Background: an optimization exercise with open tools, aiming at small area and a short achievable clock period. Do not read the settings as production practice. In this exercise RTL edits were held to simulation tests only and were not proved equivalent to the original.

==> flow/design.v (outline; a module is shown in full before it is edited, if it fits) <==
// module tv80s: 120 lines
// module tv80_core: 1538 lines
// module tv80_mcode: 2190 lines
// module tv80_alu: 356 lines
// module tv80_reg: 41 lines
module tv80s ( 
  m1_n, mreq_n, iorq_n, rd_n, wr_n, rfsh_n, halt_n, busak_n, A, dout, 
  reset_n, clk, wait_n, int_n, nmi_n, busrq_n, di
  );
  // ...
==> flow/flow/run.sh <==
#!/bin/bash
set -uo pipefail
bash standard.sh MATCH_CELL_FOOTPRINT=0 SETUP_SLACK_MARGIN=6.0 "BUFFER_PORTS_ARGS=-buffer_cell sky130_fd_sc_hd__buf_2" finish > make.log 2>&1
status=$?
tail -20 make.log
exit $status
==> flow/standard.sh <==
#!/bin/bash
# synth_recipe.tcl (not shown) runs the flow's synth.tcl, then flattens the netlist and writes it again
# the make line also repeats each setting of config.mk as NAME=value (left out here)
make -C /OpenROAD-flow-scripts/flow DESIGN_CONFIG=/design/flow/config.mk WORK_HOME=/design/flow/orfs CLKGATE_MAP_FILE= SYNTH_SCRIPT=/design/flow/synth_recipe.tcl "${@:-finish}"
==> flow/config.mk <==
export PLATFORM = sky130hd
export DESIGN_NAME = tv80s
export DESIGN_NICKNAME = tv80s
export VERILOG_FILES = /design/flow/design.v
export SDC_FILE = /design/flow/constraint.sdc
export NUM_CORES = 4
export LEC_CHECK = 0
export CAP_MARGIN = 20
export CORE_MARGIN = 2
export CORE_UTILIZATION = 40
export SETUP_SLACK_MARGIN = 5.0
export SLEW_MARGIN = 20
==> flow/constraint.sdc <==
create_clock -name core_clock -period 10.5 [get_ports {clk}]
set_input_delay 2.1000 -clock core_clock [delete_from_list [all_inputs] [get_ports {clk}]]
set_output_delay 2.1000 -clock core_clock [all_outputs]
set_load 0.01 [all_outputs]
==> metrics.cfg, run 1 <==
[worst_setup_path]
cp.arrival_ns = 5.41
crit_path_frequent_cell = a21o_1
rrSetupSlack_ns = 5.53
worstPathMaxFanout = 2

[run]
drv_cap = 0

[finish]
seq_cell_count = 438
n_fill_cell = 8402

[hold_path]
whs_path_depth = 2

[cts]
clock_latency_ns = 0.66

[synthesis]
synth_compound_area_share_pct = 27.66
synth-seq-cells = 438
synth.top_cell.area_share_pct = 19.35
synth.distinct_cells = 121

[run_status]
status = no timing/DRC/antenna violations

[routing]
dr.max_layer_used = met5
viasPerCell = 7.224

[timing]
fin_setup_tns_ns = 0
grt_setup_unrepaired = yes

[die]
die_h_um = 305.3

[place]
gp_congestion = 1.141

[grt]
grt_overflow_total = 0
antenna_found_initial = 5

==> inputs of run 2 (changes only) <==
==> flow/flow/run.sh (replaced) <==
#!/bin/bash
set -uo pipefail
bash standard.sh MATCH_CELL_FOOTPRINT=0 SETUP_SLACK_MARGIN=5.6 "BUFFER_PORTS_ARGS=-buffer_cell sky130_fd_sc_hd__buf_2" finish > make.log 2>&1
status=$?
tail -20 make.log
exit $status
==> run 2 against run 1 <==
  * Synthesized area unchanged
  * First-iteration DRC count down 27%
  * Synthesized cell count stayed put
  * Cell count down 3.6%
  * Hold slack worse by 0.0014 ns
  * Non-clock buffer count down 203
  * Setup slack got worse by 0.22 ns
  * Fmax shrank 4.2%
  * Highest routed layer unchanged
  * Register-to-register slack worse by 0.22 ns
  * Global-route usage hardly changed
==> metrics.cfg, run 2 <==
[timing]
period_needed_ns = 5.187
fin_crit_sh_pct = 49.40
fmax_ghz = 0.1928
relSlewSlack_pct = 20.36
slew_viol_final = 0
fin_ws_ns = 5.313
grt_setup_unrepaired = yes
worst_slew_pin_slew_ns = 1.185
fin_setup_tns_ns = 0  ; unchanged
setup_viol = 0
hold_viol = 0
clock_skew_ns = 0.04473

[finish]
layout.cells.most_common = nand2_1
final_cells = 5518
fin_util_pct = 46.16
syn_to_final_growth_pct = 14.43
n_fill_cell = 8829  ; +5.1%
nets = 4416
reg.largest.list = i_tv80_core.i_reg.RegsH x64, i_tv80_core.i_reg.RegsL x64
multiInputGateArea_mm2 = 0.02356
drive_gt1_share_pct = 16.96
mostFrequentLayoutCells = nand2_1, nor2_1, a21oi_1
seqCellArea_mm2 = 0.01216

[worst_setup_path]
cp.required_ns = 11.01
start_kind = register
cp.arrival_ns = 5.70  ; +0.29 ns
rrSetupSlack_ns = 5.31  ; -0.22 ns
worstPathMaxFanout = 7  ; +5
crit_type = reg2reg
r2r-start = i_tv80_core.RegAddrC[0]$_SDFFCE_PP1N_
r2r_cells = 27
crit_path_end_kind = register
worstReg2RegEnd = i_tv80_core.TmpAddr[12]$_DFFE_PN0N_

[run_status]
status = no timing/DRC/antenna violations

[synthesis]
synth_warnings = 5
synth-edff-count = 234
synth_area_mm2 = 0.03631
synth_commonest_cells = nand2_1, nor2_1, a21oi_1
synth_area_leaders = edfxtp_1, dfrtp_1, nand2_1, nor2_1, a21oi_1
yosysTopAreaCell = edfxtp_1
synth-seq-cells = 438  ; unchanged
async_flop_share_pct = 46.58
synth_ff_type = edfxtp_1
synth-seq-area-share_pct = 33.47
yosysMostFrequentCell = nand2_1
synth.top_cell.area_share_pct = 19.35  ; unchanged
avgSynthCellArea_um2 = 8.418
netlist_instances = 4313
syn-num-nets = 4433
synth.distinct_cells = 121  ; unchanged

[routing]
drtAntennaViolNets = 0
viasPerCell = 7.108  ; -1.6%
wl_met1_um = 69760
wl_um = 185000
drtPass1Iterations = 10
wl_met3_um = 22840
met2_length_um = 78470
vias = 39220
wire_per_inst_um = 33.53
dr.max_layer_used = met5
drt-initial-drc-count = 6002
drc = 0

[die]
io_pins = 46
rows = 110
initial_core_util_pct = 40.34
coreArea_mm2 = 0.09001
die_width_um = 305.3
dieArea_mm2 = 0.09319
die_h_um = 305.3  ; unchanged

[cts]
clock_latency_ns = 0.65  ; about the same
htree_num_levels = 2
numCtsBuffers = 53
cts_num_sinks = 438
root_buffer = clkbuf_16
clk_path_buf_depth = 3
cts_tree = built
cts_hold_buf = 0
cts.clk_slew.worst_paths_ns = 0.07

[hold_path]
whs_path_depth = 2  ; unchanged
hp-class = reg2reg
whs_endpoint = i_tv80_core.A[5]$_DFFE_PN0P_
hold_start = i_tv80_core.A[5]$_DFFE_PN0P_

[place]
gp_congestion = 1.069  ; -6.3%
place_inst = 5320
dpl.hpwl_um = 132400
io_buffer_count = 44
pre_cts_ws_ns = 4.182

[grt]
grt_pass1_vias = 35880
grt_overflow_total = 0  ; unchanged
grt_max_degree = 164
grt_util_all_layers_pct = 37.96
grt_pass1_wl_um = 260400
antenna_found_initial = 4  ; -1

[run]
drv_cap = 0  ; unchanged

==> run 2: critical path, cell delays in order, from the launching register on <==
cell      delay, ns
edfxtp_1       0.41
buf_12         0.17
buf_4          0.14
mux4_2         0.48
mux2_4         0.37
ha_1           0.35
a21o_1         0.20
a21o_1         0.20
a21oi_2        0.12
nor2_1         0.05
nor2_1         0.14
o21bai_1       0.10
a21oi_2        0.32
ha_4           0.23
inv_1          0.08
fa_2           0.35
inv_1          0.06
a21oi_1        0.06
o21bai_1       0.20
buf_4          0.15
buf_4          0.09
buf_4          0.09
buf_4          0.09
buf_4          0.09
xnor2_1        0.10
o21ai_0        0.11
a22oi_1        0.18
o21ai_0        0.09
==> run 2: cells by family (layout without fill, tap and decap cells) <==
group           count (synthesis)  in the layout  synth area share, %
compound gates               1485           1487                27.66
other cells                     1              3              0.01033
mux                           212            212                7.971
fa+ha+maj                     106            106                3.839
flops                         438            438                33.47
buf+inv                       428            453                4.859
xor+xnor                      114            114                2.750
simple gates                 1529           1529                19.44
==> run 2: worst max-delay path by stage <==
stage	start	to	slack (ns)	depth (start not counted)
5_1_grt	i_tv80_core.RegAddrC[0]$_SDFFCE_PP1N_	i_tv80_core.TmpAddr[14]$_DFFE_PN0N_	5.09	26
6_report	i_tv80_core.RegAddrC[0]$_SDFFCE_PP1N_	i_tv80_core.TmpAddr[12]$_DFFE_PN0N_	5.31	27
2_1_floorplan	i_tv80_core.ALU_Op_r[1]$_DFFE_PN0N_	i_tv80_core.F[2]$_DFFE_PP_	5.50	23
3_5_place_dp	di[0]	i_tv80_core.Inc_PC_qA$_DFFE_PN0N_	4.18	13
4_1_cts	i_tv80_core.RegAddrC[0]$_SDFFCE_PP1N_	i_tv80_core.TmpAddr[14]$_DFFE_PN0N_	5.49	26
3_3_place_gp	di[0]	i_tv80_core.Inc_PC_qA$_DFFE_PN0N_	4.25	13
==> run 2: timing repair <==
| action | in CTS | in global routing |
|---|---|---|
| gates cloned | 5 | 5 |
| pin swaps | 37 | 45 |
| resized for setup | 142 | 121 |
| buffers inserted | 49 | 37 |
| setup endpoints to repair | 183 | 160 |
==> run 2: cell type report <==
class | count | area share, %
multi-input combinational | 3449 | 56.70
sequential | 438 | 29.26
timing repair buffer | 263 | 5.240
tap | 1176 | 3.542
clock buffer | 62 | 3.400
clock inverter | 37 | 0.9818
inverter | 91 | 0.8613
antenna | 2 | 0.01205
==> run 2: metal layers <==
metal	GRT usage [%]	vias to the layer above
li1	-	16470
met1	49.66	18960
met2	56.55	3012
met3	9.817	781
met4	22.39	4
met5	0	-
==> run 2: per-stage QoR <==
step | hold slack [ns] | instance area [um^2]
3_5_place_dp | 0.4646 | 37700
4_1_cts | 0.4791 | 40600
5_1_grt | 0.4894 | 41540
3_3_place_gp | 0.4584 | 37680
2_1_floorplan | 0.4206 | 36390
6_report | 0.4739 | 41550

## static timing again, ports no longer ideal
The flow's constraints put no driver on any port. The routed layouts listed below were extracted and timed again, unchanged, in two steps.
Step 1 assumes that a clkbuf_16 drives the clock port and a buf_2 every other input.
Step 2 times the ports against the registers' clock, not the clock port: input delays grow and output delays shrink by t, the midpoint of the rising clock arrivals with the driver on.
Three values: ideal, step 1, step 2; two values: the first two.
| run | t (ns) | setup WS [ns] | worst register clock-pin slew, ns |
|---|---|---|---|
| run 1 | 0.702 | 5.533 / 5.533 / 4.965 | 0.07 / 0.07 |
| run 2 | 0.698 | 5.313 / 5.313 / 4.763 | 0.07 / 0.07 |
After both steps every run listed still meets setup and hold. For run 1, which loses most, drivers alone change the setup slack by 0.000 ns; drivers and shift together by -0.568 ns.
